From an optimization exercise on the open Yosys and OpenROAD flow, aimed at small area, a short achievable clock period and few clock cycles per item; shortcuts taken in it are not production practice. At most, simulation tests tie the RTL to the original design; equivalence was not proved. The RTL of run 4 was laid out without a check of its function. Power figures rest on the tool's default switching activity, not on a simulated workload.

`design/flow/design.v`:
```
module datapath(
    input         clk,
    input         rst_n,
    input   [7:0] a,
    input   [7:0] b,        
    input   [1:0] sel_a,     
    input   [1:0] sel_b,     
    input         en_a,      
    input         en_b,      
    output        beq0,      
    output        agtb,      
    output  [7:0] res        
);
wire [7:0] ain, bin;
reg  [7:0] areg, breg;
assign ain = (sel_a == 2'b00) ? a         : (
             (sel_a == 2'b01) ? areg-breg : (
             (sel_a == 2'b10) ? breg      : 8'b0));
assign bin = (sel_b == 2'b00) ? b         : (
             (sel_b == 2'b01) ? areg      : (
             (sel_b == 2'b10) ? breg      : 8'b0));
always @ (posedge clk) begin
    if (~rst_n) begin
        areg <= 8'b0;
        breg <= 8'b0;
    end else begin
        if (en_a) 
            areg <= ain;
        if (en_b) 
            breg <= bin;
    end
end
reg [7:0] res_reg;
always @ (posedge clk) begin
    if (~rst_n)
        res_reg <= 8'b0;
    else
        res_reg <= areg;
end
assign res = res_reg;
assign agtb = areg >= breg;
assign beq0 = breg == 8'b0;
endmodule
module control(
    input            clk,
    input            rst_n,
    input            agtb,        
    input            beq0,        
    input            start,       
    input            res_fetch,   
    output           res_rdy,     
    output     [1:0] sel_a,       
    output     [1:0] sel_b,       
    output           en_a,        
    output           en_b         
);
parameter IDLE   = 3'b001;
parameter CALC   = 3'b010;
parameter FINISH = 3'b100;
reg [2:0] cur_state, nxt_state;
always @ (*) begin
    case(cur_state) 
        IDLE   : nxt_state = start     ? CALC   : IDLE;
        CALC   : nxt_state = beq0      ? FINISH : CALC;
        FINISH : nxt_state = res_fetch ? IDLE   : FINISH;
        default: nxt_state = IDLE;
    endcase
end
always @ (posedge clk) begin
    if (~rst_n)
        cur_state <= IDLE;
    else 
        cur_state <= nxt_state;
end
assign res_rdy = cur_state[2];
assign en_a    = cur_state[1] | cur_state[0];
assign en_b    = cur_state[1] | cur_state[0];
assign sel_a   = cur_state[1] ? (agtb ? 2'b01 : 2'b10) : 2'b00;
assign sel_b   = cur_state[1] ? (agtb ? 2'b10 : 2'b01) : 2'b00;
endmodule
module gcd(
    input           clk,
    input           rst_n,
    input [7:0]     a,
    input [7:0]     b,
    input           start,       
    input           res_fetch,   
    output          res_rdy,     
    output [7:0]    res          
);
wire [1:0] sel_a;
wire [1:0] sel_b;
wire       beq0;
wire       agtb;
wire       en_a;
wire       en_b;
datapath dp (
     .clk     (clk)
    ,.rst_n   (rst_n)
    ,.a       (a)
    ,.b       (b)
    ,.sel_a   (sel_a)
    ,.sel_b   (sel_b)
    ,.en_a    (en_a)
    ,.en_b    (en_b)
    ,.beq0    (beq0)
    ,.agtb    (agtb)
    ,.res     (res)
);
control ctrl (
     .clk       (clk)
    ,.rst_n     (rst_n)
    ,.agtb      (agtb)
    ,.beq0      (beq0)
    ,.start     (start)
    ,.res_fetch (res_fetch)
    ,.res_rdy   (res_rdy)
    ,.sel_a     (sel_a)
    ,.sel_b     (sel_b)
    ,.en_a      (en_a)
    ,.en_b      (en_b)
);
endmodule 
```
`design/flow/run.sh`:
```
#!/bin/bash
# synth_recipe.tcl (not shown) runs the flow's synth.tcl, then flattens the netlist and writes it again
# the make line also repeats each setting of config.mk as NAME=value (left out here)
make -C /OpenROAD-flow-scripts/flow DESIGN_CONFIG=/design/flow/config.mk WORK_HOME=/design/flow/orfs CLKGATE_MAP_FILE= SYNTH_SCRIPT=/design/flow/synth_recipe.tcl finish
```
`design/flow/config.mk`:
```
export PLATFORM = sky130hd
export DESIGN_NAME = gcd
export DESIGN_NICKNAME = gcd
export VERILOG_FILES = /design/flow/design.v
export SDC_FILE = /design/flow/constraint.sdc
export NUM_CORES = 4
export LEC_CHECK = 0
export CAP_MARGIN = 20
export CORE_MARGIN = 2
export CORE_UTILIZATION = 40
export SLEW_MARGIN = 20
```
`design/flow/constraint.sdc`:
```
create_clock -name core_clock -period 4.0 [get_ports {clk}]
set_input_delay 0.8000 -clock core_clock [delete_from_list [all_inputs] [get_ports {clk}]]
set_output_delay 0.8000 -clock core_clock [all_outputs]
set_load 0.01 [all_outputs]
```
==> results.toml, run 1 <==
[status]
status = "finished clean"

[timing]
max_slew_margin_pct = 49.2
fin_setup_tns_ns = 0
post-route-period-util_pct = 59.5
fin_skew_ns = 0.00242
rsz0062_at_grt = "false"
slew_viol_final = 0
period_needed_ns = 2.38
setup_viol = 0
clock.fmax_ghz = 0.420
hold_viol_final = 0
worst_slew_pin_slew_ns = 0.759

[pwr]
peakVddDrop_mv = 0.383
leakagePower_nw = 0.748
cellPowerDensity_nw_per_um2 = 407

[clock_tree]
cts-root-buf = "clkbuf_8"
clock_path_buffers = 2
hold_buffers = 0
cts_setup_buffers = 0
cts-resized-gates = 0
clk_transition_reported_paths_ns = 0.09
clk_latency_ns = 0.27
htreeDepth = 1
numCtsBuffers = 3
clkSinkCount = 27
cts_tree = "yes"

[logic_synthesis]
async_flop_share_pct = 0
synth_common_cells = "dfxtp_1 (27), inv_1 (22), a21oi_1 (18)"
synth_area_per_cell_sq_um = 8.41
synth.most_common_cell = "dfxtp_1"
synth-seq-cells = 27
synth_top_area_share_pct = 35.7
yosys.area.top_type = "dfxtp_1"
yosysUniqueCellTypes = 39
synthFlopType = "dfxtp_1"
synth-edff-count = 0
synth_area_leaders = "dfxtp_1 (36%), ha_1 (6.6%), a21oi_1 (6.0%), inv_1 (5.5%), o221ai_1 (4.0%)"
seq_area_frac_synth_pct = 35.7
syn-num-nets = 209
syn-cell-area_sq_um = 1510
yosysWarnings = 2
synth_cells = 180

[global_routing]
grtUsageTotal_pct = 17.1
gr-total-overflow = 0
grt_pass1_vias = 1309
antenna_found_initial = 0
grt_max_degree = 28
grt_pass1_wl_mm = 5.73

[worst_setup_path]
crit_end = "dp.areg[4]"
reg2regPathDepth = 9
path_cells = "inv_1, ha_1, fa_1, nand2b_2, a21oi_4, o21ai_2, and3_1, a221oi_1, nor2_1"
critPathMaxStageDelay_ns = 0.40
cp_max_fo = 9
arrival_ns = 2.55
regToRegStartpoint = "dp.areg[0]"
start_kind = "flip-flop"
required_ns = 4.16
regToRegEndpoint = "dp.areg[4]"
timing.critical_path.slowest_stage_cell = "fa_1"
r2r_setup_slack_ns = 1.62
worstSetupPathType = "flip-flop to flip-flop"
setup.worst_path.start = "dp.areg[0]"
endpoint_kind = "flip-flop"

[hold_path]
hold_path.class = "flip-flop to flip-flop"

[flow_run]
cap_violations = 0

[die]
row_count = 22
die_width_microns = 65.5
die_height_microns = 65.5
io_pins = 29
coreArea_sq_um = 3660
start_util_pct = 41.4
die_area_sq_um = 4290

[drt]
met1_length_mm = 1.65
drt_wl_total_mm = 3.43
routedWlPerCell_microns = 13.7
top_layer = "met4"
vias = 1326
wl_met3_microns = 108
route.met2.wl_mm = 1.61
via_per_inst = 5.30
ant_nets = 0
drc = 0
firstDrtPassIters = 4
drt_iter0_markers = 55

[final_layout]
area_delta_synth_final_pct = 21.9
final_util_pct = 50.4
fin_cells = 250
drive_gt1_share_pct = 7.43
num_antenna_cells = 0
nNetsFinal = 232

[place]
port_buffers = 28
dp_hpwl_mm = 2.48
globalplace.congestion = 0.836
place_inst = 246
cells in the final DEF, fill, tap and decap left out, types with 2 or more instances in the layout:
cell type,count
a221oi_1,3
nor4_1,2
nand2b_1,4
xnor2_1,3
a221oi_2,3
o211ai_1,2
nand2_1,6
a21oi_1,18
ha_1,8
and2_1,8
o21ai_0,12
nand3b_1,2
nor2_1,15
and3b_1,2
o21a_1,2
inv_1,22
dfxtp_1,27
clkdlybuf4s50_1,28
nor3_1,2
a31oi_1,7
o221ai_1,7
clkbuf_8,3
layer usage:
metal / GRT usage (%) / vias up
li1: - / 683
met1: 20.6 / 611
met2: 29.8 / 26
met3: 3.94 / 6
met4: 5.73 / 0
met5: 0 / -
area by class of cell:
type	instances	area [sq um]
clock buffers	4	45.0
fillers	367	1820
inverters	22	82.6
multi-input cells	121	837
flip-flops and latches	27	541
well taps	48	60.1
repair buffers	28	280
worst min-delay path by stage:
| stage | cells after the start | startpoint | to |
|---|---|---|---|
| floorplan | 1 | dp.areg[0] | dp.res_reg[0] |
| global placement | 1 | dp.areg[0] | dp.res_reg[0] |
| detailed placement | 1 | dp.areg[0] | dp.res_reg[0] |
| CTS | 1 | dp.areg[0] | dp.res_reg[0] |
| global route | 1 | dp.areg[0] | dp.res_reg[0] |
| finish | 1 | dp.areg[0] | dp.res_reg[0] |
cell families (layout without fill, tap and decap cells):
group / Yosys count / in the layout / synth area share, %
compound gates: 62 / 62 / 28.8
fa+ha+maj: 9 / 9 / 7.93
xor+xnor: 3 / 3 / 1.74
simple gates: 47 / 47 / 16.9
flops: 27 / 27 / 35.7
buf+inv: 32 / 54 / 9.01
critical path: cells and delay by family (launching register included):
kind                     cells  cell delay [ns]
AND/OR/NAND/NOR              3             0.64
AO/OA/AOI/OAI                3             0.63
adder cells (fa/ha/maj)      2             0.60
flip-flops                   1             0.35
buffers and inverters        1             0.06
per-stage QoR:
| step | instance area (sq um) | hold slack [ns] | setup WS (ns) | power [mW] |
|---|---|---|---|---|
| 6_report | 1850 | 0.494 | 1.62 | 0.751 |
| 4_1_cts | 1850 | 0.500 | 1.62 | 0.756 |
| 5_1_grt | 1850 | 0.513 | 1.49 | 0.805 |
| 3_3_place_gp | 1800 | 0.469 | 1.66 | 0.596 |
| 2_1_floorplan | 1510 | 0.447 | 1.89 | 0.532 |
| 3_5_place_dp | 1800 | 0.471 | 1.63 | 0.602 |
where the power goes:
| group | switching (mW) | leakage, nW | internal, mW | total, mW |
|---|---|---|---|---|
| Combinational | 0.145 | 0.502 | 0.125 | 0.270 |
| Sequential | 0.0290 | 0.223 | 0.297 | 0.326 |
| Clock | 0.0838 | 0.0228 | 0.0713 | 0.155 |
| Total | 0.258 | 0.748 | 0.493 | 0.751 |
Testbench counts, summed over its fixed seeds: cycles 229,006, items 8,000.
==> run 2, diff against run 1 <==
==> design/flow/design.v (replaced) <==
module gcd #(
    parameter S = 2              
)(
    input           clk,
    input           rst_n,
    input [7:0]     a,
    input [7:0]     b,
    input           start,       
    input           res_fetch,   
    output          res_rdy,     
    output [7:0]    res          
);
reg  [7:0] x, y;
reg  [2:0] k;
reg        busy;
wire yz = (y == 8'd0);
wire kz = (k == 3'd0);
wire x0 = x[0];
wire y0 = y[0];
assign res_rdy = busy & yz & kz;
assign res     = x;
wire [6:0] p  = x[7:1];
wire [6:0] q  = y[7:1];
wire       ge = (p >= q);
wire [6:0] ad = ge ? (p - q) : (q - p);
wire [6:0] d1 = ~x0 ? p : (~y0 ? q : ad);
wire       both_even = ~x0 & ~y0;
wire [7:0] ysh = (S > 1 && ~d1[0] && ~both_even) ? {2'b0, d1[6:1]} : {1'b0, d1};
always @(posedge clk) begin
    if (~rst_n)
        busy <= 1'b0;
    else if (~busy)
        busy <= start;
    else if (res_rdy & res_fetch)
        busy <= 1'b0;
end
always @(posedge clk) begin
    if (~busy) begin
        x <= a;
        y <= b;
        k <= 3'd0;
    end else if (yz) begin
        if (~kz) begin
            x <= {x[6:0], 1'b0};
            k <= k - 3'd1;
        end
    end else begin
        y <= ysh;
        if (~x0) begin
            x <= y0 ? y : {1'b0, y[7:1]};
            if (~y0)
                k <= k + 3'd1;
        end else if (y0 & ge) begin
            x <= y;
        end
    end
end
endmodule
==> run 2 against run 1 <==
Cell count up 18%. Sequential share of layout area down 4.6 points. Highest routed layer unchanged. Via count rose by 31%. Clock-buffer cell count stayed put. Clock power up 5%. Critical endpoint is now res_rdy. Non-clock buffer count rose by 6. Largest power group is now combinational cells. First-iteration DRC count rose by 110%. Area after synthesis is 24% higher. Register-to-register slack lost 0.68 ns.
==> results.toml, run 2 <==
[final_layout]
mostFrequentLayoutCell = "clkdlybuf4s50_1"
nNetsFinal = 282
num_antenna_cells = 0
fin_cells = 296
drive_gt1_share_pct = 7.79
area_delta_synth_final_pct = 20.7
most-common-layout-cells = "clkdlybuf4s50_1 (28), a21oi_1 (20), inv_1 (19), o21ai_0 (19), nor2_1 (18)"

[clock_tree]
htreeDepth = 1
cts-root-buf = "clkbuf_8"
hold_buffers = 0
numCtsBuffers = 3
cts_setup_buffers = 0
clock_path_buffers = 2
cts-resized-gates = 0
clk_transition_reported_paths_ns = 0.08
clk_latency_ns = 0.26
cts_tree = "yes"
clkSinkCount = 20

[logic_synthesis]
seq_area_frac_synth_pct = 29.7
synth_cells = 219
synthFlopType = "edfxtp_1"
synth-compound-area-share_pct = 27.8
synth_top_family_by_area = "compound AO/OA/AOI/OAI gates"
synth_top_area_share_pct = 25.5
yosysUniqueCellTypes = 52
synth-edff-count = 16
async_flop_share_pct = 0
synth-seq-cells = 20
synth_area_per_cell_sq_um = 8.60
syn-num-nets = 256
synthSimpleGateAreaFrac_pct = 17.7
syn-cell-area_sq_um = 1880
synth_xor_xnor_area_share_pct = 1.86
synth.most_common_cell = "a21oi_1"
yosysWarnings = 1
yosys.area_share.adder_pct = 12.5
synth_area_leaders = "edfxtp_1 (25%), ha_1 (9.3%), a21oi_1 (5.3%), o21ai_0 (5.0%), dfxtp_1 (4.2%)"
yosys.area.top_type = "edfxtp_1"
synth_mux_area_share_pct = 3.78
synth_common_cells = "a21oi_1 (20), inv_1 (19), o21ai_0 (19)"

[worst_setup_path]
worstSetupPathType = "flip-flop to primary output"
arrival_ns = 2.49
cp_max_fo = 12
required_ns = 3.20
endpoint_kind = "primary output"
critPathMaxStageDelay_ns = 0.54
timing.critical_path.slowest_stage_cell = "and4_1"
start_kind = "flip-flop"
r2r_setup_slack_ns = 0.94
path_cells = "nor2_1, and4_1, nand3_1, inv_1, clkdlybuf4s50_1"

[drt]
firstDrtPassIters = 4
drt_iter0_markers = 118
vias = 1734
ant_nets = 0
via_per_inst = 5.86
routedWlPerCell_microns = 16.6
drt_wl_total_mm = 4.93
drc = 0

[place]
dp_hpwl_mm = 3.64
globalplace.congestion = 0.838
port_buffers = 28
place_inst = 292

[timing]
post-route-period-util_pct = 82.3
max_slew_margin_pct = 61.4
slew_viol_final = 0
setup_viol = 0
worst_slew_pin_slew_ns = 0.577
hold_viol_final = 0
fin_setup_tns_ns = 0
period_needed_ns = 3.29
fin_skew_ns = 0.00442
rsz0062_at_grt = "false"
clock.fmax_ghz = 0.304

[global_routing]
gr-total-overflow = 0
grt_pass1_vias = 1644
grt_pass1_wl_mm = 8.16
antenna_found_initial = 0
grtUsageTotal_pct = 19.8
grt_max_degree = 40

[die]
row_count = 24
die_height_microns = 72.6
coreArea_sq_um = 4440
io_pins = 29
die_area_sq_um = 5280
start_util_pct = 42.4
die_width_microns = 72.6

[pwr]
cellPowerDensity_nw_per_um2 = 465
combPwrFrac_pct = 54.3
peakVddDrop_mv = 0.227
swShare_pct = 40.8
p_sw_mw = 0.432
pwr-share-seq_pct = 30.4
p_clk_share_pct = 15.3
p_int_mw = 0.626
leakagePower_nw = 0.904
power_mw = 1.06

[flow_run]
cap_violations = 0

[hold_path]
hold_path.class = "flip-flop to flip-flop"

[status]
status = "finished clean"
-- run 2: changes by cell type after synthesis, sizes merged, moves of 6 or more --
cell    delta
o221ai     -7
nand2      +7
edfxtp    +16
ha         +6
dfxtp     -23
mux2i      +6
o21ai      +6
-- run 2: cell type report --
class,instances,area (sq um)
Tap cell,52,65.1
Multi-Input combinational cell,167,1200
Clock buffer,4,55.1
Inverter,19,71.3
Sequential cell,20,561
Timing Repair Buffer,34,325
Fill cell,447,2170
-- run 2: kinds of logic (layout without fill, tap and decap cells) --
logic type,Yosys count,count (layout)
AOI/OAI and AO/OA,76,76
adders and majority gates,17,17
muxes,7,7
xor gates and xnor gates,4,4
and+or+nand+nor,63,63
DFF,20,20
buffers and inverters,32,57
-- run 2: final timing paths --
path | start | endpoint | depth (start not counted)
worst min-delay path | k[2] | k[2] | 2
worst max-delay path | y[1] | res_rdy | 5
worst max register to register | x[1] | y[5] | 9
worst min register to register | k[2] | k[2] | 2
-- run 2: metrics by stage --
stage	hold slack, ns	utilization, %	area (sq um)	worst slack [ns]
2_1_floorplan	0.464	-	1880	1.15
3_3_place_gp	0.484	49.9	2220	0.989
3_5_place_dp	0.486	49.9	2220	0.957
4_1_cts	0.498	51.2	2270	0.691
5_1_grt	0.546	51.2	2270	0.580
6_report	0.496	51.2	2270	0.709
-- run 2: power by group through the flow --
stage          combinational (mW)  clock [mW]  sequential, mW
3_3_place_gp                0.577           0           0.324
6_report                    0.574       0.162           0.321
3_5_place_dp                0.573           0           0.325
5_1_grt                     0.632       0.172           0.327
2_1_floorplan               0.415           0           0.311
4_1_cts                     0.574       0.169           0.320
-- run 2: routing by layer --
layer  global-route usage (%)  part of all wire, %
met1                     27.2                   48
met2                     32.8                   47
met3                     2.62                  3.9
met4                     5.14                 0.97
met5                        0                    0
-- run 2: critical path, delay by kind of cell, from the launching register on --
kind                   cells  cell delay, ns
buffers and inverters      2            0.64
flip-flops                 1            0.51
AND/OR/NAND/NOR            3            1.08
Testbench counts of run 2, summed over its fixed seeds: cycles 76,406, items 8,000.
==> run 3, diff against run 2 <==
--- a/design/flow/design.v
+++ b/design/flow/design.v
@@ -1,3 +1,3 @@
 module gcd #(
-    parameter S = 2              
+    parameter S = 1              
 )(
==> run 3 against run 2 <==
Die area decreased by 9.9%. Non-clock buffer count decreased by 4. Routed wire length decreased by 7.2%. Clock skew increased by 0.0031 ns. Via count decreased by 13%. Cell area decreased by 8.9%. Sequential power decreased by 2%. Sequential share of layout area increased by 2.4 points. Worst hold slack improved by 0.010 ns. Area after synthesis decreased by 10%. Critical endpoint unchanged. Largest cell class unchanged.
==> results.toml, run 3 <==
[timing]
clock.fmax_ghz = 0.315
post-route-period-util_pct = 79.3
fin_skew_ns = 0.00747
slew_viol_final = 0
setup_viol = 0
setup_slack_ns = 0.829
max_slew_margin_pct = 58.2
worst_slew_pin_slew_ns = 0.627
hold_viol_final = 0
rsz0062_at_grt = "false"
period_needed_ns = 3.17
fin_setup_tns_ns = 0

[logic_synthesis]
synth_common_cells = "nand2_1 (21), inv_1 (20), nor2_1 (19)"
syn-cell-area_sq_um = 1690
async_flop_share_pct = 0
synth-edff-count = 16
yosysWarnings = 1
synth-seq-cells = 20
synth_area_leaders = "edfxtp_1 (28%), ha_1 (9.6%), a221oi_1 (5.7%), dfxtp_1 (4.7%), nand2_1 (4.7%)"
syn-num-nets = 229
synth_cells = 193
yosysUniqueCellTypes = 38
synthFlopType = "edfxtp_1"
synth.most_common_cell = "nand2_1"
synth_area_per_cell_sq_um = 8.75
seq_area_frac_synth_pct = 33.2
synth_top_area_share_pct = 28.5
yosys.area.top_type = "edfxtp_1"

[status]
status = "finished clean"

[worst_setup_path]
path_cells = "or4_1, and4b_1, nand2_1, inv_1, clkdlybuf4s50_1"
cp_max_fo = 5
timing.critical_path.slowest_stage_cell = "or4_1"
arrival_ns = 2.37
critPathMaxStageDelay_ns = 0.58
start_kind = "flip-flop"
crit_family = "simple AND/OR/NAND/NOR gates"
required_ns = 3.20
endpoint_kind = "primary output"
crit_buf_inv = 2
worstSetupPathType = "flip-flop to primary output"

[die]
row_count = 23
coreArea_sq_um = 4030
die_area_sq_um = 4760
die_height_microns = 69.0
io_pins = 29
die_width_microns = 69.0
start_util_pct = 41.9

[clock_tree]
cts-resized-gates = 0
cts-root-buf = "clkbuf_8"
cts_tree = "yes"
clock_path_buffers = 2
numCtsBuffers = 3
clk_transition_reported_paths_ns = 0.08
cts_setup_buffers = 0
clkSinkCount = 20
htreeDepth = 1
hold_buffers = 0
clk_latency_ns = 0.27

[final_layout]
design_area_sq_um = 2070
drive_gt1_share_pct = 4.61
nNetsFinal = 254
area_delta_synth_final_pct = 22.8
num_antenna_cells = 0
most-common-layout-cells = "clkdlybuf4s50_1 (28), nand2_1 (21), inv_1 (20)"
mostFrequentLayoutCell = "clkdlybuf4s50_1"

[global_routing]
grt_busiest_layer = "met2"
antenna_found_initial = 0
grt_use_met3_pct = 2.92
gr-total-overflow = 0
grtUsageTotal_pct = 20.8
grt_pass1_vias = 1483
grt_max_degree = 42
grt_pass1_wl_mm = 7.22
met1_usage_pct = 28.0
grt_util_met2_pct = 34.3

[pwr]
peakVddDrop_mv = 0.262
power_mw = 0.924
p_int_mw = 0.582
p_clk_share_pct = 22.5
cellPowerDensity_nw_per_um2 = 446
p_sw_mw = 0.342
pwr-share-seq_pct = 33.9
swShare_pct = 37.0
combPwrFrac_pct = 43.6
leakagePower_nw = 0.858

[drt]
routedWlPerCell_microns = 17.1
vias = 1517
via_per_inst = 5.68
drt_wl_total_mm = 4.57
firstDrtPassIters = 4
drt_iter0_markers = 106
drc = 0
ant_nets = 0

[flow_run]
cap_violations = 0

[place]
dp_hpwl_mm = 3.35
port_buffers = 28
globalplace.congestion = 0.878
placed_area_sq_um = 2000
dp_slack_ns = 1.16

[hold_path]
hold_path.class = "flip-flop to flip-flop"
==> run 3: final cells by class <==
cell class                 count  area [sq um]
clock inverter                 1          30.0
timing repair buffer          30           295
multi-input combinational    142          1000
clock buffer                   3          41.3
sequential                    20           561
fill                         393          1960
tap                           50          62.6
inverter                      21          78.8
==> run 3: worst paths after layout <==
| check | start | endpoint | slack, ns | cells after the start |
|---|---|---|---|---|
| setup / recovery | y[4] | res_rdy | 0.83 | 5 |
| hold / removal | busy | x[0] | 0.51 | 1 |
| setup reg to reg | x[4] | y[5] | 1.30 | 8 |
| hold reg to reg | busy | x[0] | 0.51 | 1 |
==> run 3: cells by family after synthesis <==
family / Yosys count / share of synthesized area [%]
XOR/XNOR: 8 / 4.15
AND/OR/NAND/NOR: 59 / 16.4
flip-flops: 20 / 33.2
buffers and inverters: 31 / 7.34
multiplexers: 6 / 3.56
adder cells (fa/ha/maj): 16 / 13.2
AO/OA/AOI/OAI: 53 / 22.2
==> run 3: through the flow <==
stage	hold WS, ns	instances	utilization [%]
floorplan	0.494	193	-
global placement	0.502	263	49.7
detailed placement	0.501	263	49.7
CTS	0.515	267	51.4
global route	0.537	267	51.4
finish	0.506	267	51.4
==> run 3: per-layer routing <==
layer | vias to the layer above | wire length, microns
met5 | - | 0
li1 | 737 | -
met3 | 7 | 184
met2 | 40 | 2250
met4 | 0 | 53
met1 | 733 | 2080
==> run 3: worst reg2reg max path, delay by kind of cell (launching register included) <==
family | cells | cell delay, ns
flops | 1 | 0.42
compound gates | 3 | 0.97
mux | 1 | 0.31
xor+xnor | 1 | 0.11
buf+inv | 1 | 0.08
simple gates | 1 | 0.21
fa+ha+maj | 1 | 0.41
==> run 3: power groups by stage <==
stage	combinational, mW	clock, mW	sequential [mW]
floorplan	0.276	0	0.302
global placement	0.383	0	0.315
detailed placement	0.391	0	0.318
CTS	0.397	0.210	0.313
global route	0.440	0.219	0.320
finish	0.403	0.208	0.314
Testbench counts of run 3, summed over its fixed seeds: cycles 96,964, items 8,000.
==> run 4, diff against run 3 <==
==> design/flow/design.v (replaced) <==
module gcd (
    input           clk,
    input           rst_n,
    input [7:0]     a,
    input [7:0]     b,
    input           start,       
    input           res_fetch,   
    output          res_rdy,     
    output [7:0]    res          
);
reg  [7:0] x, y;
reg  [2:0] k;
reg        busy;
reg        rdy;
reg        yz;           
assign res = x;
wire x0 = x[0];
wire y0 = y[0];
wire kz = (k == 3'd0);
wire both_even = ~x0 & ~y0;
wire [6:0] p  = x[7:1] & {7{(~x0 | y0) & ~yz}};
wire [6:0] q  = y[7:1] & {7{x0}};
wire [6:0] t = ~(p ^ q);                 
wire [6:0] g = p & ~q;                   
wire [7:0] c;                            
wire [7:0] pa;                           
assign c[0]  = 1'b0;
assign pa[0] = 1'b1;
genvar i;
generate
    for (i = 0; i < 7; i = i + 1) begin : chain
        assign c[i+1]  = g[i] | (t[i] & c[i]);
        assign pa[i+1] = pa[i] & t[i];
    end
endgenerate
wire       gt = c[7];
wire       eq = pa[7];
wire       ge = gt | eq;
wire [6:0] d  = t ^ (c[6:0] | (pa[6:0] & {7{gt}})) ^ {7{~gt}};
wire [7:0] yn = (d[0] | both_even) ? {1'b0, d} : {2'b0, d[6:1]};
assign res_rdy = rdy | (busy & kz & x0 & y0 & (x[7:1] == y[7:1]));
always @(posedge clk) begin
    if (~rst_n) begin
        busy <= 1'b0;
        rdy  <= 1'b0;
    end else if (~busy) begin
        busy <= start;
        rdy  <= start & (b == 8'd0);
    end else if (res_rdy & res_fetch) begin
        busy <= 1'b0;
        rdy  <= 1'b0;
    end else if (yz) begin
        rdy  <= (k[2:1] == 2'd0);
    end else begin
        rdy  <= kz & ~both_even & eq;
    end
end
always @(posedge clk) begin
    y  <= busy ? yn : b;
    yz <= busy ? eq : (b == 8'd0);
end
always @(posedge clk) begin
    if (~busy) begin
        x <= a;
        k <= 3'd0;
    end else if (yz) begin
        if (~kz) begin
            x <= {x[6:0], 1'b0};
            k <= k - 3'd1;
        end
    end else begin
        if (both_even) begin
            x <= {1'b0, y[7:1]};
            k <= k + 3'd1;
        end else if (ge) begin
            x <= y;
        end
    end
end
endmodule
==> design/flow/flow/run.sh (new file) <==
#!/bin/bash
# Layout flow: the standard flow (standard.sh) with these changes:
#  - synthesis maps the logic with flow/abc.script, an area-recovering ABC
#    script with a 1.2 ns delay target, instead of ORFS's speed script, and
#    does not map adders to the full/half adder cells;
#  - the port buffers are sky130_fd_sc_hd__buf_1.
# Everything else, the registers included, is the standard flow's.
set -euo pipefail
work=$(pwd)
export FLOW_WORK=$work
export MY_ABC_SCRIPT=$work/flow/abc.script
bash standard.sh \
  SYNTH_SCRIPT=$work/flow/synth.tcl \
  ADDER_MAP_FILE= \
  "BUFFER_PORTS_ARGS=-buffer_cell sky130_fd_sc_hd__buf_1" \
  finish > $work/flow_make.log 2>&1
==> design/flow/flow/abc.script (new file) <==
strash
balance
rewrite
refactor
balance
rewrite
rewrite -z
balance
refactor -z
rewrite -z
balance
dch -f
map -D 1200
buffer -p
upsize -D 1200
dnsize -D 1200
topo
==> design/flow/flow/synth.tcl (new file) <==
# The standard flow's synthesis script (synth_recipe.tcl) with one change: ABC maps the logic
# with the script in $::env(MY_ABC_SCRIPT) instead of ORFS's speed script.
proc abc {args} {
  set i [lsearch $args -script]
  if {$i >= 0} {
    set args [lreplace $args [expr {$i + 1}] [expr {$i + 1}] $::env(MY_ABC_SCRIPT)]
  }
  puts "abc (flow/synth.tcl): $args"
  yosys abc {*}$args
}
source $::env(FLOW_WORK)/synth_recipe.tcl
==> design/flow/standard.sh (new file) <==
#!/bin/bash
# synth_recipe.tcl (not shown) runs the flow's synth.tcl, then flattens the netlist and writes it again
# the make line also repeats each setting of config.mk as NAME=value (left out here)
make -C /OpenROAD-flow-scripts/flow DESIGN_CONFIG=/design/flow/config.mk WORK_HOME=/design/flow/orfs CLKGATE_MAP_FILE= SYNTH_SCRIPT=/design/flow/synth_recipe.tcl "${@:-finish}"
removed: design/flow/run.sh
==> run 4 against run 3 <==
Still clean. Worst hold slack worse by 0.031 ns. Die area shrank 0.98%. Synthesized cell count grew 27%. Total power grew 30%. Routed wire length up 0.28%. Cell count rose by 19%. Clock skew grew 0.0014 ns. Area after synthesis fell by 1.0%. First-iteration DRC count grew 34%. Largest power group unchanged.
==> results.toml, run 4 <==
[status]
status = "finished clean"

[clock_tree]
hold_buffers = 0
cts-resized-gates = 0
numCtsBuffers = 3
cts-root-buf = "clkbuf_8"
clk_transition_reported_paths_ns = 0.08
clock_path_buffers = 2
cts_setup_buffers = 0
clk_latency_ns = 0.27
cts_tree = "yes"
clkSinkCount = 22
htreeDepth = 1

[final_layout]
fill_cells = 437
drive_gt1_share_pct = 6.69
most-common-layout-cells = "nand2_1 (51), buf_1 (28), nand3_1 (24), inv_1 (24), nor2_1 (22)"
mostFrequentLayoutCell = "nand2_1"
nNetsFinal = 290
area_delta_synth_final_pct = 10.6
design_area_sq_um = 1850
num_antenna_cells = 0

[worst_setup_path]
setup.worst_path.start = "yz"
arrival_ns = 2.91
start_kind = "flip-flop"
required_ns = 3.96
worstSetupPathType = "flip-flop to flip-flop"
cp_max_fo = 12
regToRegStartpoint = "yz"
endpoint_kind = "flip-flop"

[timing]
fin_skew_ns = 0.00884
clock.fmax_ghz = 0.339
period_needed_ns = 2.95
setup_slack_ns = 1.05
hold_viol_final = 0
slew_viol_final = 0
fin_setup_tns_ns = 0
post-route-period-util_pct = 73.8
worst_slew_pin_slew_ns = 0.658
setup_viol = 0
max_slew_margin_pct = 56.0
rsz0062_at_grt = "false"
fin_hold_ws_ns = 0.475

[global_routing]
grt_max_degree = 21
grt_pass1_wl_mm = 7.44
grtUsageTotal_pct = 21.3
antenna_found_initial = 0
grt_pass1_vias = 1517
gr-total-overflow = 0

[logic_synthesis]
synth_area_leaders = "dfxtp_1 (17%), edfxtp_1 (14%), nand2_1 (11%), nand3_1 (7.2%), a21oi_1 (6.3%)"
yosysUniqueCellTypes = 39
synth_area_per_cell_sq_um = 6.79
synth.most_common_cell = "nand2_1"
synth-seq-cells = 22
synth_cells = 246
synthFlopType = "dfxtp_1"
syn-num-nets = 266
syn-cell-area_sq_um = 1670
yosys.area.top_type = "dfxtp_1"
synth_common_cells = "nand2_1 (51), inv_1 (24), nand3_1 (24)"
synth-edff-count = 8
yosysWarnings = 1
seq_area_frac_synth_pct = 31.2
async_flop_share_pct = 0
synth_top_area_share_pct = 16.8

[place]
placed_area_sq_um = 1790
dp_slack_ns = 1.08
port_buffers = 28
globalplace.congestion = 0.912
dp_hpwl_mm = 3.60

[drt]
ant_nets = 0
via_per_inst = 5.49
drt_wl_total_mm = 4.58
drc = 0
routedWlPerCell_microns = 14.4
drt_iter0_markers = 142
vias = 1752
firstDrtPassIters = 4

[die]
die_width_microns = 68.6
start_util_pct = 41.8
row_count = 23
io_pins = 29
coreArea_sq_um = 4000
die_height_microns = 68.6
die_area_sq_um = 4710

[hold_path]
hold_path.class = "flip-flop to flip-flop"
hold_start = "k[2]"

[pwr]
peakVddDrop_mv = 0.264
leakagePower_nw = 0.775
cellPowerDensity_nw_per_um2 = 653

[flow_run]
cap_violations = 0
==> run 4: changes by cell type after synthesis, moves of 6 or more <==
cell / delta
ha_1: -13
mux2i_1: -6
edfxtp_1: -8
a21oi_1: +13
a221oi_1: -10
nand2_1: +30
nand3_1: +22
nand4_1: +6
dfxtp_1: +10
==> run 4: final timing paths <==
kind	to	cells after the start	slack, ns
min reg2reg	k[2]	1	0.47
max reg2reg	x[0]	11	1.05
min	k[2]	1	0.47
max	x[0]	11	1.05
==> run 4: report_power, final <==
group          switching, mW  total, mW  internal (mW)
sequential            0.0837      0.374          0.291
clock                 0.0753      0.163         0.0879
combinational          0.425      0.668          0.243
==> run 4: final cells by class <==
class	count	area [sq um]	area share, %
Tap cell	50	62.6	3.39
Multi-Input combinational cell	184	983	53.3
Sequential cell	22	520	28.2
Inverter	30	113	6.10
Timing Repair Buffer	29	113	6.10
Clock buffer	4	55.1	2.98
==> run 4: cells by family after synthesis <==
kind of cell	share of synthesized area, %
flops	31.2
compound gates	24.0
buf+inv	9.96
xor+xnor	4.19
simple gates	30.6
==> run 4: critical path, stage by stage (launching register included) <==
cell and delay (ns):
dfxtp_1 0.54, clkinv_1 0.39, a311oi_1 0.43, o21ai_2 0.14
a21oi_4 0.18, o21bai_4 0.09, a21oi_2 0.17, o211ai_2 0.21
nand2_1 0.13, nand2_1 0.06, nand2_1 0.05, nand2_1 0.22
==> run 4: per-layer routing <==
metal  vias up  GRT usage, %  part of all wire, %  wire, microns
met1       797          31.4                   47           2170
li1        893             -                    -              -
met2        60          33.8                   46           2090
met5         -             0                    0              0
met3         2          2.92                  6.9            315
met4         0          2.25                 0.13              6
==> run 4: stage by stage <==
step                      cells  power, mW  utilization, %
after global routing        319       1.32            46.2
after floorplan             246      0.895               -
after CTS                   319       1.20            46.2
final                       319       1.21            46.2
after detailed placement    315       1.04            44.8
after global placement      315       1.04            44.8
==> run 5, diff against run 4 <==
==> design/flow/design.v (replaced) <==
module gcd (
    input           clk,
    input           rst_n,
    input [7:0]     a,
    input [7:0]     b,
    input           start,       
    input           res_fetch,   
    output          res_rdy,     
    output [7:0]    res          
);
reg  [7:0] x, y;
reg  [2:0] k;
reg        busy;
reg        rdy;
reg        yz;           
reg        mx;           
reg        my;           
assign res = x;
wire x0 = x[0];
wire y0 = y[0];
wire kz = (k == 3'd0);
wire both_even = ~x0 & ~y0;
wire [6:0] p = x[7:1] & {7{mx}};
wire [6:0] q = y[7:1] & {7{my}};
wire [6:0] t = ~(p ^ q);
wire [27:0] gg;                                  
wire [27:0] pp;
assign gg[6:0] = p & ~q;
assign pp[6:0] = t;
genvar l, i;
generate
    for (l = 1; l <= 3; l = l + 1) begin : lv
        for (i = 0; i < 7; i = i + 1) begin : bt
            if (i >= (1 << (l - 1))) begin : jn
                assign gg[7*l+i] = gg[7*(l-1)+i] | (pp[7*(l-1)+i] & gg[7*(l-1)+i-(1 << (l - 1))]);
                assign pp[7*l+i] = pp[7*(l-1)+i] & pp[7*(l-1)+i-(1 << (l - 1))];
            end else begin : kp
                assign gg[7*l+i] = gg[7*(l-1)+i];
                assign pp[7*l+i] = pp[7*(l-1)+i];
            end
        end
    end
endgenerate
wire [6:0] G  = gg[27:21];
wire [6:0] P  = pp[27:21];
wire [6:0] c0 = {G[5:0], 1'b0};                  
wire [6:0] c1 = {G[5:0] | P[5:0], 1'b1};         
wire [6:0] d1 = t ^ c1;                          
wire [6:0] d2 = ~(t ^ c0);                       
wire       ge = G[6] | P[6];                     
wire       eq = P[6];                            
wire       s2  = t[0] & ~both_even;
wire [7:0] y1  = s2 ? {2'b0, d1[6:1]} : {1'b0, d1};
wire [7:0] y2  = s2 ? {2'b0, d2[6:1]} : {1'b0, d2};
wire [7:0] yn  = ge ? y1 : y2;
wire       yn0 = ~t[0] | ~(t[1] | both_even);    
assign res_rdy = rdy | (busy & kz & x0 & y0 & (x[7:1] == y[7:1]));
always @(posedge clk) begin
    if (~rst_n) begin
        busy <= 1'b0;
        rdy  <= 1'b0;
    end else if (~busy) begin
        busy <= start;
        rdy  <= start & (b == 8'd0);
    end else if (res_rdy & res_fetch) begin
        busy <= 1'b0;
        rdy  <= 1'b0;
    end else if (yz) begin
        rdy  <= (k[2:1] == 2'd0);
    end else begin
        rdy  <= kz & ~both_even & eq;
    end
end
always @(posedge clk) begin
    if (~busy) begin
        y  <= b;
        yz <= (b == 8'd0);
        mx <= (~a[0] | b[0]) & (b != 8'd0);
        my <= a[0];
    end else begin
        y  <= yn;
        yz <= eq;
        if (yz) begin
            mx <= 1'b0;
            my <= kz & x0;
        end else if (both_even) begin
            mx <= (~y[1] | x[1]) & ~eq;
            my <= y[1];
        end else begin
            mx <= yn0;
            my <= 1'b1;
        end
    end
end
always @(posedge clk) begin
    if (~busy) begin
        x <= a;
        k <= 3'd0;
    end else if (yz) begin
        if (~kz) begin
            x <= {x[6:0], 1'b0};
            k <= k - 3'd1;
        end
    end else if (both_even) begin
        x <= {1'b0, y[7:1]};
        k <= k + 3'd1;
    end else if (ge) begin
        x <= y;
    end
end
endmodule
==> run 5 against run 4 <==
Still clean on timing, DRC and antenna. Area after synthesis grew 10%. Via count is 7.8% higher. Sequential power is 3% higher. Register-to-register slack better by 0.45 ns. Die area rose by 9.5%. Cell area rose by 9.5%.
==> results.toml, run 5 <==
[final_layout]
num_antenna_cells = 0
mostFrequentLayoutCell = "nand2_1"
final_util_pct = 46.1
nNetsFinal = 318
most-common-layout-cells = "nand2_1 (52), nor2_1 (38), inv_1 (29)"
drive_gt1_share_pct = 6.06
area_delta_synth_final_pct = 9.93
fill_cells = 460

[global_routing]
grt_pass1_wl_mm = 8.14
antenna_found_initial = 0
gr-total-overflow = 0
grt_max_degree = 28
grtUsageTotal_pct = 19.6
grt_pass1_vias = 1760

[clock_tree]
hold_buffers = 0
cts-resized-gates = 0
clock_path_buffers = 2
cts-root-buf = "clkbuf_8"
htreeDepth = 1
cts_tree = "yes"
clkSinkCount = 24
numCtsBuffers = 3
cts_setup_buffers = 0
clk_transition_reported_paths_ns = 0.09
clk_latency_ns = 0.27

[status]
status = "finished clean"

[drt]
via_per_inst = 5.41
routedWlPerCell_microns = 13.4
ant_nets = 0
drt_wl_total_mm = 4.68
drc = 0
drt_iter0_markers = 168
vias = 1889
firstDrtPassIters = 4

[timing]
rsz0062_at_grt = "false"
fin_skew_ns = 0.00279
fin_setup_tns_ns = 0
setup_slack_ns = 1.44
post-route-period-util_pct = 64.1
worst_slew_pin_slew_ns = 0.652
period_needed_ns = 2.56
fin_hold_ws_ns = 0.491
setup_viol = 0
max_slew_margin_pct = 56.4
hold_viol_final = 0
clock.fmax_ghz = 0.390
slew_viol_final = 0

[die]
start_util_pct = 42.0
io_pins = 29
die_width_microns = 71.8
coreArea_sq_um = 4380
row_count = 24
die_height_microns = 71.8
die_area_sq_um = 5160

[worst_setup_path]
crit_family = "simple AND/OR/NAND/NOR gates"
setup.worst_path.start = "busy"
path_cells = "buf_4, nand4_1, nor4_1, nand3_1, o21bai_1, buf_1"
start_kind = "flip-flop"
worstSetupPathType = "flip-flop to primary output"
crit_buf_inv = 2
regToRegStartpoint = "mx"
cp_max_fo = 27
endpoint_kind = "primary output"
critPathMaxStageDelay_ns = 0.32
required_ns = 3.20
r2r_setup_slack_ns = 1.50
arrival_ns = 1.76
timing.critical_path.slowest_stage_cell = "dfxtp_1"

[place]
dp_slack_ns = 1.52
port_buffers = 28
globalplace.congestion = 0.920
dp_hpwl_mm = 3.65

[logic_synthesis]
synthFlopType = "dfxtp_1"
yosysUniqueCellTypes = 41
syn-cell-area_sq_um = 1840
yosysWarnings = 1
synth_common_cells = "nand2_1 (52), nor2_1 (38), inv_1 (29)"
yosys.area.top_type = "dfxtp_1"
seq_area_frac_synth_pct = 30.5
synth-edff-count = 8
syn-num-nets = 294
synth-seq-cells = 24
async_flop_share_pct = 0
synth.most_common_cell = "nand2_1"
synth_top_area_share_pct = 17.4
synth_cells = 274
synth_area_leaders = "dfxtp_1 (17%), edfxtp_1 (13%), nand2_1 (11%), nor2_1 (7.8%), nand3_1 (7.1%)"
synth_area_per_cell_sq_um = 6.71

[pwr]
cellPowerDensity_nw_per_um2 = 583
power_mw = 1.18
leakagePower_nw = 0.873
peakVddDrop_mv = 0.273

[flow_run]
cap_violations = 0

[hold_path]
hold_path.class = "flip-flop to flip-flop"
hold_start = "k[1]"
## run 5: final timing paths
| path | end | depth (start not counted) |
|---|---|---|
| max reg2reg | x[4] | 11 |
| min reg2reg | k[1] | 2 |
| min | k[1] | 2 |
| max | res_rdy | 6 |
## run 5: where the power goes
part           switching (mW)  internal (mW)
combinational           0.404          0.221
sequential             0.0791          0.304
clock                  0.0831         0.0881
## run 5: metrics by stage
stage	instances	instance area (sq um)
detailed placement	345	1970
floorplan	274	1840
global route	349	2020
finish	349	2020
global placement	345	1970
CTS	349	2020
## run 5: cells by family after synthesis
| logic type | count (synthesis) | synth area share (%) |
|---|---|---|
| and+or+nand+nor | 131 | 31.0 |
| AOI/OAI and AO/OA | 67 | 24.1 |
| buffers and inverters | 41 | 9.25 |
| DFF | 24 | 30.5 |
| xor gates and xnor gates | 11 | 5.24 |
## run 5: worst reg2reg max path: stages (launching register included)
cell,delay [ns]
dfxtp_1,0.62
nand2_1,0.11
nand3_1,0.11
nand2_1,0.09
inv_1,0.09
nand3_1,0.17
o21ai_2,0.21
a22oi_2,0.11
o21ai_4,0.26
inv_2,0.11
o21ai_0,0.15
buf_4,0.20
## run 5: final cells by class
class | instances | area (sq um) | share of cell area (%)
Multi-Input combinational cell | 209 | 1110 | 54.8
Sequential cell | 24 | 561 | 27.7
Timing Repair Buffer | 30 | 120 | 5.94
Inverter | 30 | 113 | 5.57
Tap cell | 52 | 65.1 | 3.22
Clock buffer | 4 | 55.1 | 2.72
## run 5: routing by layer
| layer | up-vias | global-route usage, % | share of wire [%] |
|---|---|---|---|
| met5 | - | 0 | 0 |
| met4 | 0 | 3.35 | 0.53 |
| li1 | 982 | - | - |
| met2 | 42 | 31.0 | 46 |
| met3 | 4 | 3.09 | 4.7 |
| met1 | 861 | 28.6 | 49 |
Testbench counts of run 5, summed over its fixed seeds: cycles 70,428, items 8,000.
==> run 6, diff against run 5 <==
--- a/design/flow/design.v
+++ b/design/flow/design.v
@@ -17,2 +17,3 @@
 reg        my;           
+reg        oe;           
 assign res = x;
@@ -55,4 +56,4 @@
 wire [7:0] yn  = ge ? y1 : y2;
-wire       yn0 = ~t[0] | ~(t[1] | both_even);    
-assign res_rdy = rdy | (busy & kz & x0 & y0 & (x[7:1] == y[7:1]));
+wire       yn0 = ~t[0] | ~t[1];                  
+assign res_rdy = rdy | (oe & (x[7:1] == y[7:1]));
 always @(posedge clk) begin
@@ -61,2 +62,3 @@
         rdy  <= 1'b0;
+        oe   <= 1'b0;
     end else if (~busy) begin
@@ -64,2 +66,3 @@
         rdy  <= start & (b == 8'd0);
+        oe   <= start & a[0] & b[0];
     end else if (res_rdy & res_fetch) begin
@@ -67,6 +70,9 @@
         rdy  <= 1'b0;
+        oe   <= 1'b0;
     end else if (yz) begin
         rdy  <= (k[2:1] == 2'd0);
+        oe   <= 1'b0;
     end else begin
         rdy  <= kz & ~both_even & eq;
+        oe   <= kz & ~both_even & yn0;
     end
--- a/design/flow/flow/run.sh
+++ b/design/flow/flow/run.sh
@@ -3,3 +3,3 @@
 #  - synthesis maps the logic with flow/abc.script, an area-recovering ABC
-#    script with a 1.2 ns delay target, instead of ORFS's speed script, and
+#    script with a 1.5 ns delay target, instead of ORFS's speed script, and
 #    does not map adders to the full/half adder cells;
==> design/flow/flow/abc.script (replaced) <==
strash
balance
rewrite
refactor
balance
rewrite
rewrite -z
balance
refactor -z
rewrite -z
balance
dch -f
map -D 1500
upsize -D 1500
dnsize -D 1500
topo
==> run 6 against run 5 <==
Clock skew is 0.0064 ns higher. First-iteration DRC count down 9.5%. Combinational power fell by 4.2%. Setup slack better by 0.095 ns. Utilization is 0.14 points lower. Largest power group unchanged. Highest routed layer unchanged.
==> results.toml, run 6 <==
[drt]
firstDrtPassIters = 5
routedWlPerCell_microns = 13.6
route.met2.wl_mm = 2.07
drc = 0
drt_iter0_markers = 152
top_layer = "met4"
vias = 1830
wl_met3_microns = 201
drt_wl_total_mm = 4.59
ant_nets = 0
via_per_inst = 5.43
met1_length_mm = 2.30

[timing]
post-route-period-util_pct = 61.7
rsz0062_at_grt = "false"
slew_viol_final = 0
max_slew_margin_pct = 56.6
hold_viol_final = 0
worst_slew_pin_slew_ns = 0.649
clock.fmax_ghz = 0.405
fin_skew_ns = 0.00914
setup_viol = 0
fin_hold_ws_ns = 0.514
period_needed_ns = 2.47
fin_setup_tns_ns = 0

[logic_synthesis]
syn-num-nets = 272
yosys.area.top_type = "dfxtp_1"
synth_common_cells = "nor2_1 (42), nand2_1 (39), clkinv_1 (24), o21ai_0 (24), a21oi_1 (22)"
synth_cells = 252
synth-seq-cells = 25
yosysWarnings = 1
synth-edff-count = 8
synth_area_per_cell_sq_um = 6.94
synth_area_leaders = "dfxtp_1 (19%), edfxtp_1 (14%), nor2_1 (9.0%), nand2_1 (8.4%), o21ai_0 (6.9%)"
seq_area_frac_synth_pct = 33.2
synthFlopType = "dfxtp_1"
yosysUniqueCellTypes = 38
syn-cell-area_sq_um = 1750
async_flop_share_pct = 0
synth_top_area_share_pct = 19.5
synth.most_common_cell = "nor2_1"

[clock_tree]
numCtsBuffers = 3
htreeDepth = 1
clk_latency_ns = 0.27
hold_buffers = 0
clk_transition_reported_paths_ns = 0.10
clkSinkCount = 25
cts_tree = "yes"
cts-root-buf = "clkbuf_8"
cts-resized-gates = 0
cts_setup_buffers = 0
clock_path_buffers = 2

[final_layout]
nNetsFinal = 306
fill_cells = 460
fin_cells = 337
multi_input_area_sq_um = 1050
final_util_pct = 46.0
register_area_sq_um = 581
drive_gt1_share_pct = 8.07
mostFrequentLayoutCell = "nor2_1"
area_delta_synth_final_pct = 13.0
most-common-layout-cells = "nor2_1 (42), nand2_1 (39), buf_1 (28)"
num_antenna_cells = 0

[global_routing]
grt_pass1_wl_mm = 8.11
antenna_found_initial = 0
grt_pass1_vias = 1656
grt_max_degree = 21
grtUsageTotal_pct = 20.1
gr-total-overflow = 0

[worst_setup_path]
cp_max_fo = 6
reg2regPathDepth = 10
crit_end = "res_rdy"
setup.worst_path.start = "x[6]"
regToRegStartpoint = "my"
worstSetupPathType = "flip-flop to primary output"
required_ns = 3.20
start_kind = "flip-flop"
endpoint_kind = "primary output"
regToRegEndpoint = "x[3]"
arrival_ns = 1.67
r2r_setup_slack_ns = 1.68

[pwr]
power_mw = 1.15
leakagePower_nw = 0.734
pwr-share-seq_pct = 34.0
p_int_mw = 0.608
p_sw_mw = 0.540
swShare_pct = 47.0
p_clk_share_pct = 13.9
cellPowerDensity_nw_per_um2 = 581
peakVddDrop_mv = 0.190
combPwrFrac_pct = 52.1

[place]
globalplace.congestion = 0.881
port_buffers = 28
dp_hpwl_mm = 3.68
place_inst = 333

[die]
die_area_sq_um = 4910
row_count = 24
start_util_pct = 40.7
io_pins = 29
die_height_microns = 70.1
die_width_microns = 70.1
coreArea_sq_um = 4290

[flow_run]
cap_violations = 0

[hold_path]
min_path_cells = 2
hold_path.class = "flip-flop to flip-flop"

[status]
status = "finished clean"
run 6: cell types whose count changed in the layout (fill, tap and decap cells not counted), sizes merged, moves of 4 or more:
cell	before	now
nor2	39	47
o21ai	19	30
and3	0	4
nand2	55	43
inv	30	5
nand3	27	5
clkinv	0	24
xor2	9	3
xnor2	2	7
run 6: cell type report:
class,instances,share of cell area [%]
tap,52,3.30
clock inverter,1,0.380
inverter,29,5.51
sequential,25,29.4
multi-input combinational,197,53.2
clock buffer,3,2.09
timing repair buffer,30,6.08
run 6: layer usage:
layer | global-route usage [%] | vias up
met1 | 30.9 | 833
met3 | 2.45 | 2
met4 | 2.78 | 0
li1 | - | 951
met5 | 0 | -
met2 | 30.9 | 44
run 6: stage by stage:
stage | cell area, sq um | setup WS, ns
CTS | 1970 | 1.51
global route | 1970 | 1.39
finish | 1970 | 1.53
detailed placement | 1930 | 1.70
global placement | 1930 | 1.69
floorplan | 1750 | 1.58
run 6: worst max-delay path, cell delays in order, from the launching register on:
cell and delay [ns]:
edfxtp_1 0.49, a22oi_1 0.23, o211ai_1 0.11, nor3_1 0.21, a31o_2 0.20, buf_1 0.15
run 6: how the worst min path moves through the flow:
stage | start | end
floorplan | k[2] | k[2]
global placement | k[2] | k[2]
detailed placement | k[2] | k[2]
CTS | k[2] | k[2]
global route | k[1] | k[1]
finish | k[2] | k[2]
run 6: kinds of logic (layout without fill, tap and decap cells):
group                  Yosys count  count (layout)  synth area share (%)
AND/OR/NAND/NOR                109             109                  27.7
buffers and inverters           30              63                  6.66
XOR/XNOR                        10              10                  5.01
AO/OA/AOI/OAI                   77              77                  26.8
flip-flops                      25              25                  33.2
multiplexers                     1               1                 0.573
run 6: power by group through the flow:
stage               sequential (mW)  combinational (mW)  clock [mW]
global placement              0.396               0.599           0
CTS                           0.391               0.594       0.162
global route                  0.400               0.679       0.174
detailed placement            0.397               0.590           0
finish                        0.390               0.598       0.159
floorplan                     0.383               0.461           0
Testbench counts of run 6, summed over its fixed seeds: cycles 70,428, items 8,000.
==> run 7, diff against run 6 <==
--- a/design/flow/design.v
+++ b/design/flow/design.v
@@ -15,5 +15,5 @@
 reg        yz;           
+reg        xo;           
 reg        mx;           
 reg        my;           
-reg        oe;           
 assign res = x;
@@ -23,2 +23,4 @@
 wire both_even = ~x0 & ~y0;
+wire yis1 = (y == 8'd1);
+wire sb = (yz | xo) & ~kz;               
 wire [6:0] p = x[7:1] & {7{mx}};
@@ -57,3 +59,3 @@
 wire       yn0 = ~t[0] | ~t[1];                  
-assign res_rdy = rdy | (oe & (x[7:1] == y[7:1]));
+assign res_rdy = rdy;
 always @(posedge clk) begin
@@ -62,7 +64,5 @@
         rdy  <= 1'b0;
-        oe   <= 1'b0;
     end else if (~busy) begin
         busy <= start;
-        rdy  <= start & (b == 8'd0);
-        oe   <= start & a[0] & b[0];
+        rdy  <= start & ((b == 8'd0) | (a == 8'd1));
     end else if (res_rdy & res_fetch) begin
@@ -70,9 +70,6 @@
         rdy  <= 1'b0;
-        oe   <= 1'b0;
-    end else if (yz) begin
+    end else if (yz | sb) begin
         rdy  <= (k[2:1] == 2'd0);
-        oe   <= 1'b0;
     end else begin
-        rdy  <= kz & ~both_even & eq;
-        oe   <= kz & ~both_even & yn0;
+        rdy  <= kz & ~both_even & (eq | (ge ? yis1 : xo));
     end
@@ -85,8 +82,10 @@
         my <= a[0];
+        xo <= (a == 8'd1);
     end else begin
-        y  <= yn;
-        yz <= eq;
-        if (yz) begin
+        y  <= sb ? 8'd0 : yn;
+        yz <= eq | sb;
+        if (yz | sb) begin
             mx <= 1'b0;
             my <= kz & x0;
+            xo <= kz & xo;
         end else if (both_even) begin
@@ -94,2 +93,3 @@
             my <= y[1];
+            xo <= (y[7:1] == 7'd1);
         end else begin
@@ -97,2 +97,3 @@
             my <= 1'b1;
+            xo <= ge ? yis1 : xo;
         end
@@ -104,3 +105,3 @@
         k <= 3'd0;
-    end else if (yz) begin
+    end else if (yz | sb) begin
         if (~kz) begin
--- a/design/flow/flow/run.sh
+++ b/design/flow/flow/run.sh
@@ -3,5 +3,8 @@
 #  - synthesis maps the logic with flow/abc.script, an area-recovering ABC
-#    script with a 1.5 ns delay target, instead of ORFS's speed script, and
+#    script with a 1.3 ns delay target, instead of ORFS's speed script, and
 #    does not map adders to the full/half adder cells;
-#  - the port buffers are sky130_fd_sc_hd__buf_1.
+#  - the port buffers are sky130_fd_sc_hd__buf_1;
+#  - repair_timing aims for 1.7 ns of setup slack but only sizes gates up and
+#    swaps pins (no buffering), which upsizes the weak gates that drive large
+#    loads without growing the design much.
 # Everything else, the registers included, is the standard flow's.
@@ -15,2 +18,4 @@
   "BUFFER_PORTS_ARGS=-buffer_cell sky130_fd_sc_hd__buf_1" \
+  SETUP_SLACK_MARGIN=1.7 \
+  SETUP_MOVE_SEQUENCE=sizeup,swap \
   finish > $work/flow_make.log 2>&1
==> design/flow/flow/abc.script (replaced) <==
strash
balance
rewrite
refactor
balance
rewrite
rewrite -z
balance
refactor -z
rewrite -z
balance
dch -f
map -D 1300
upsize -D 1300
dnsize -D 1300
topo
==> run 7 against run 6 <==
Still clean. First-iteration DRC count is 42% lower. Total power grew 10%. Utilization increased by 1.6 points. Via count rose by 7.2%. Largest cell class unchanged.
==> results.toml, run 7 <==
[timing]
fin_skew_ns = 0.00146
period_needed_ns = 2.10
slew_viol_final = 0
worst_slew_pin_slew_ns = 0.551
post-route-period-util_pct = 52.6
max_slew_margin_pct = 63.1
setup_slack_ns = 1.90
fin_setup_tns_ns = 0
setup_viol = 0
hold_viol_final = 0
rsz0062_at_grt = "false"
clock.fmax_ghz = 0.475

[global_routing]
grt_pass1_vias = 1811
antenna_found_initial = 0
gr-total-overflow = 0
grt_max_degree = 29
grt_pass1_wl_mm = 8.33
grtUsageTotal_pct = 20.4

[place]
globalplace.congestion = 0.897
port_buffers = 28
dp_slack_ns = 1.28
dp_hpwl_mm = 3.91
place_inst = 354

[final_layout]
area_delta_synth_final_pct = 14.3
drive_gt1_share_pct = 10.1
most-common-layout-cells = "nand2_1 (55), nor2_1 (30), buf_1 (28)"
mostFrequentLayoutCell = "nand2_1"
num_antenna_cells = 0
fin_cells = 358
final_util_pct = 47.6
nNetsFinal = 327

[hold_path]
min_path_cells = 2
hold_path.class = "flip-flop to flip-flop"
holdPathEnd = "k[2]"
hold_start = "k[2]"

[logic_synthesis]
synth_common_cells = "nand2_1 (55), nor2_1 (33), clkinv_1 (28)"
synth-seq-cells = 25
synth.most_common_cell = "nand2_1"
synthSimpleGateAreaFrac_pct = 29.0
synth_area_leaders = "dfxtp_1 (19%), edfxtp_1 (13%), nand2_1 (11%), a21oi_1 (6.9%), nor2_1 (6.8%)"
async_flop_share_pct = 0
synth-edff-count = 8
syn-cell-area_sq_um = 1830
synth_area_per_cell_sq_um = 6.69
synth_cells = 273
synth-compound-area-share_pct = 26.2
yosysWarnings = 1
yosys.area_share.adder_pct = 0
synth_top_family_by_area = "simple AND/OR/NAND/NOR gates"
yosys.area.top_type = "dfxtp_1"
synth_top_area_share_pct = 18.6
synthFlopType = "dfxtp_1"
seq_area_frac_synth_pct = 31.8
synth_mux_area_share_pct = 0
synth_xor_xnor_area_share_pct = 5.28
syn-num-nets = 293
yosysUniqueCellTypes = 39

[drt]
via_per_inst = 5.48
drt_wl_total_mm = 4.92
ant_nets = 0
drc = 0
routedWlPerCell_microns = 13.7
firstDrtPassIters = 4
drt_iter0_markers = 88
vias = 1962

[worst_setup_path]
worstSetupPathType = "flip-flop to flip-flop"
arrival_ns = 2.20
reg2regPathDepth = 5
start_kind = "flip-flop"
r2r_setup_slack_ns = 1.90
cp_max_fo = 13
regToRegStartpoint = "x[0]"
critPathMaxStageDelay_ns = 0.46
regToRegEndpoint = "x[2]"
required_ns = 4.10
path_cells = "nor2_2, clkinvlp_4, a211oi_1, a21oi_1, o21ai_0"
timing.critical_path.slowest_stage_cell = "edfxtp_1"
endpoint_kind = "flip-flop"

[clock_tree]
clock_path_buffers = 2
clkSinkCount = 25
cts-root-buf = "clkbuf_8"
clk_transition_reported_paths_ns = 0.09
numCtsBuffers = 3
cts_setup_buffers = 0
htreeDepth = 1
clk_latency_ns = 0.27
cts_tree = "yes"
hold_buffers = 0

[pwr]
leakagePower_nw = 0.786
peakVddDrop_mv = 0.261
power_mw = 1.27
cellPowerDensity_nw_per_um2 = 608

[die]
start_util_pct = 41.6
die_width_microns = 71.6
row_count = 24
die_area_sq_um = 5120
coreArea_sq_um = 4380
io_pins = 29
die_height_microns = 71.6

[status]
status = "finished clean"

[flow_run]
cap_violations = 0
==> run 7: changes by cell type after synthesis, moves of 5 or more <==
cell	change
xor2_1	+5
nand2_1	+16
a221oi_1	-7
nand3_1	+6
nor2_1	-9
==> run 7: layout make-up <==
class / instances / area (sq um)
Fill cell: 472 / 2300
Inverter: 35 / 138
Sequential cell: 25 / 584
Tap cell: 52 / 65.1
Multi-Input combinational cell: 212 / 1130
Clock buffer: 4 / 45.0
Timing Repair Buffer: 30 / 120
==> run 7: report_power, final <==
| group | leakage (nW) | internal (mW) | switching, mW |
|---|---|---|---|
| clock | 0.0228 | 0.0712 | 0.0785 |
| combinational | 0.538 | 0.253 | 0.471 |
| sequential | 0.226 | 0.323 | 0.0708 |
| total | 0.786 | 0.646 | 0.621 |
==> run 7: critical path, delay by kind of cell (launching register included) <==
kind,cells,cell delay (ns)
compound gates,3,0.59
buf+inv,1,0.41
flops,1,0.46
simple gates,1,0.46
==> run 7: cells by family (layout without fill, tap and decap cells) <==
| group | count (synthesis) | after routing |
|---|---|---|
| compound gates | 79 | 79 |
| xor+xnor | 11 | 11 |
| buf+inv | 36 | 69 |
| simple gates | 122 | 122 |
| flops | 25 | 25 |
==> run 7: worst max path at each step <==
stage | startpoint | to | slack, ns | depth (start not counted)
floorplan | mx | x[0] | 1.79 | 7
global placement | x[0] | x[2] | 1.25 | 3
detailed placement | x[0] | x[7] | 1.28 | 3
CTS | mx | y[1] | 1.76 | 10
global route | x[0] | x[2] | 1.70 | 5
finish | x[0] | x[2] | 1.90 | 5
==> run 7: repair_timing <==
action                     in CTS  in global routing
setup endpoints to repair       9                 18
gates resized for setup         3                  7
gates cloned                    0                  0
==> run 7: per-layer routing <==
metal	share of wire, %	vias to the layer above	global-route usage [%]	wire length (microns)
met5	0	-	0	0
met4	0.43	0	3.14	21
met3	4.5	2	2.95	220
met2	45	47	32.7	2200
met1	50	891	29.7	2480
li1	-	1022	-	-
==> run 7: stage by stage <==
step / area [sq um] / hold slack, ns
2_1_floorplan: 1830 / 0.453
3_3_place_gp: 2000 / 0.471
3_5_place_dp: 2000 / 0.479
4_1_cts: 2070 / 0.494
5_1_grt: 2090 / 0.515
6_report: 2090 / 0.485
Testbench counts of run 7, summed over its fixed seeds: cycles 63,362, items 8,000.
==> run 8, diff against run 7 <==
--- a/design/flow/design.v
+++ b/design/flow/design.v
@@ -54,7 +54,8 @@
 wire       eq = P[6];                            
-wire       s2  = t[0] & ~both_even;
-wire [7:0] y1  = s2 ? {2'b0, d1[6:1]} : {1'b0, d1};
-wire [7:0] y2  = s2 ? {2'b0, d2[6:1]} : {1'b0, d2};
+wire       s2  = t[0] & ~t[1] & ~both_even;
+wire       s3  = t[0] & t[1] & ~both_even;
+wire [7:0] y1  = s3 ? {3'b0, d1[6:2]} : s2 ? {2'b0, d1[6:1]} : {1'b0, d1};
+wire [7:0] y2  = s3 ? {3'b0, d2[6:2]} : s2 ? {2'b0, d2[6:1]} : {1'b0, d2};
 wire [7:0] yn  = ge ? y1 : y2;
-wire       yn0 = ~t[0] | ~t[1];                  
+wire       yn0 = ~t[0] | ~(t[1] & t[2]);         
 assign res_rdy = rdy;
==> run 8 against run 7 <==
Die area is 3.4% higher. Cell area grew 4.4%. Critical path depth grew 5.
==> results.toml, run 8 <==
[logic_synthesis]
synth_common_cells = "nand2_1 (59), clkinv_1 (31), a21oi_1 (26), nor2_1 (26)"
synthFlopType = "dfxtp_1"
syn-num-nets = 302
synth_area_per_cell_sq_um = 6.70
synth-edff-count = 8
synth_top_area_share_pct = 18.0
yosys.area.top_type = "dfxtp_1"
async_flop_share_pct = 0
synth-seq-cells = 25
synth_cells = 282
synth_area_leaders = "dfxtp_1 (18%), edfxtp_1 (13%), nand2_1 (12%), a21oi_1 (6.9%), clkinv_1 (6.2%)"
synth.most_common_cell = "nand2_1"
yosysUniqueCellTypes = 40
seq_area_frac_synth_pct = 30.7
syn-cell-area_sq_um = 1890
yosysWarnings = 1

[drt]
via_per_inst = 5.55
routedWlPerCell_microns = 14.7
drc = 0
firstDrtPassIters = 4
ant_nets = 0
drt_iter0_markers = 183
drt_wl_total_mm = 5.42
vias = 2048

[status]
status = "finished clean"

[pwr]
cellPowerDensity_nw_per_um2 = 656
peakVddDrop_mv = 0.244
leakagePower_nw = 0.816

[timing]
setup_slack_ns = 1.87
fin_skew_ns = 0.0113
rsz0062_at_grt = "false"
hold_viol_final = 0
slew_viol_final = 0
post-route-period-util_pct = 53.3
worst_slew_pin_slew_ns = 0.454
fin_setup_tns_ns = 0
period_needed_ns = 2.13
max_slew_margin_pct = 69.5
setup_viol = 0
clock.fmax_ghz = 0.469

[final_layout]
mostFrequentLayoutCell = "nand2_1"
most-common-layout-cells = "nand2_1 (58), clkinv_1 (30), buf_1 (28)"
fin_cells = 369
nNetsFinal = 336
area_delta_synth_final_pct = 15.2
num_antenna_cells = 0
drive_gt1_share_pct = 11.4

[flow_run]
cap_violations = 0

[die]
die_height_microns = 72.8
die_area_sq_um = 5290
row_count = 25
coreArea_sq_um = 4630
die_width_microns = 72.8
start_util_pct = 40.8
io_pins = 29

[worst_setup_path]
endpoint_kind = "flip-flop"
cp_max_fo = 4
required_ns = 4.16
setup.worst_path.start = "x[2]"
worstSetupPathType = "flip-flop to flip-flop"
regToRegStartpoint = "x[2]"
arrival_ns = 2.29
start_kind = "flip-flop"

[place]
dp_hpwl_mm = 4.26
dp_slack_ns = 1.49
place_inst = 365
port_buffers = 28
globalplace.congestion = 0.933

[clock_tree]
hold_buffers = 0
clk_transition_reported_paths_ns = 0.10
clkSinkCount = 25
clk_latency_ns = 0.28
cts_tree = "yes"
numCtsBuffers = 3
htreeDepth = 1
cts-root-buf = "clkbuf_8"
clock_path_buffers = 2

[global_routing]
grt_max_degree = 21
grt_pass1_vias = 1924
grt_pass1_wl_mm = 9.18
gr-total-overflow = 0
antenna_found_initial = 0
grtUsageTotal_pct = 21.7

[hold_path]
hold_start = "k[2]"
hold_path.class = "flip-flop to flip-flop"
==> run 8: cells by family after synthesis <==
kind of cell | count (synthesis) | share of synthesized area, %
AO/OA/AOI/OAI | 84 | 27.1
AND/OR/NAND/NOR | 128 | 30.6
flip-flops | 25 | 30.7
buffers and inverters | 36 | 7.35
XOR/XNOR | 9 | 4.17
==> run 8: per-layer routing <==
metal / track usage, % / vias up / part of all wire [%]
li1: - / 1063 / -
met1: 31.1 / 931 / 50
met2: 34.8 / 48 / 45
met3: 3.59 / 6 / 4.7
met4: 3.70 / 0 / 1.0
met5: 0 / - / 0
==> run 8: power breakdown <==
part	leakage [nW]	switching (mW)	internal, mW
combinational	0.563	0.556	0.306
clock	0.0261	0.0873	0.0731
sequential	0.227	0.0819	0.326
==> run 8: worst max-delay path, cell delays in order, from the launching register on <==
cell and delay, ns:
edfxtp_1 0.47, nand2_1 0.14, nand3_2 0.10, a21oi_1 0.26, o21ai_1 0.16, nand2_1 0.10, nand2_1 0.06, xnor2_1 0.28
o21ai_1 0.10, o311ai_1 0.25, o21ai_1 0.11
==> run 8: stage by stage <==
stage          power [mW]  hold WS, ns  utilization, %  instance area (sq um)
2_1_floorplan        1.02        0.446               -                   1900
3_3_place_gp         1.23        0.467            44.9                   2080
3_5_place_dp         1.22        0.475            44.9                   2080
4_1_cts              1.39        0.493            46.3                   2140
5_1_grt              1.55        0.520            47.1                   2180
6_report             1.43        0.490            47.1                   2180
==> run 8: area by class of cell <==
class,instances,area [sq um]
inverter,35,135
tap,54,67.6
fill,496,2450
timing repair buffer,30,120
multi-input combinational,221,1210
clock inverter,1,8.76
clock buffer,3,41.3
sequential,25,591
==> run 8: final timing paths <==
| path | endpoint | slack (ns) | depth (start not counted) |
|---|---|---|---|
| worst max register to register | y[4] | 1.87 | 10 |
| worst min register to register | k[2] | 0.49 | 2 |
| worst min-delay path | k[2] | 0.49 | 2 |
| worst max-delay path | y[4] | 1.87 | 10 |
==> run 8: repair_timing <==
action / CTS / global route
setup endpoints to repair: 11 / 17
buffers inserted: 0 / 0
resized for setup: 5 / 12
Testbench counts of run 8, summed over its fixed seeds: cycles 58,916, items 8,000.

[port drivers added, routing unchanged]
In the flow no input, the clock included, has a driving cell. The finished layouts below were timed again as built, in two steps. Step 1: set_driving_cell puts a clkbuf_16 on clk and a buf_2 on each other input, an assumption about the parent block. Step 2 times the ports against the registers' clock, not the clock port: input delays grow and output delays shrink by t, the midpoint of the rising clock arrivals with the driver on. a / b / c = ideal ports / drivers / drivers and shift; a / b = the first two.
run | t (ns) | slack for setup (ns) | clock arrival spread, ns
run 1 | 0.292 | 1.618 / 1.618 / 1.618 | 0.003 / 0.002
run 2 | 0.288 | 0.709 / 0.683 / 0.940 | 0.005 / 0.005
run 3 | 0.286 | 0.829 / 0.805 / 1.092 | 0.008 / 0.007
run 4 | 0.287 | 1.049 / 1.049 / 1.049 | 0.009 / 0.008
run 5 | 0.293 | 1.435 / 1.412 / 1.497 | 0.003 / 0.002
run 6 | 0.295 | 1.531 / 1.505 / 1.681 | 0.009 / 0.009
run 7 | 0.294 | 1.897 / 1.897 / 1.897 | 0.001 / 0.001
run 8 | 0.297 | 1.868 / 1.868 / 1.868 | 0.011 / 0.011
After both steps setup and hold are still met in every run listed.
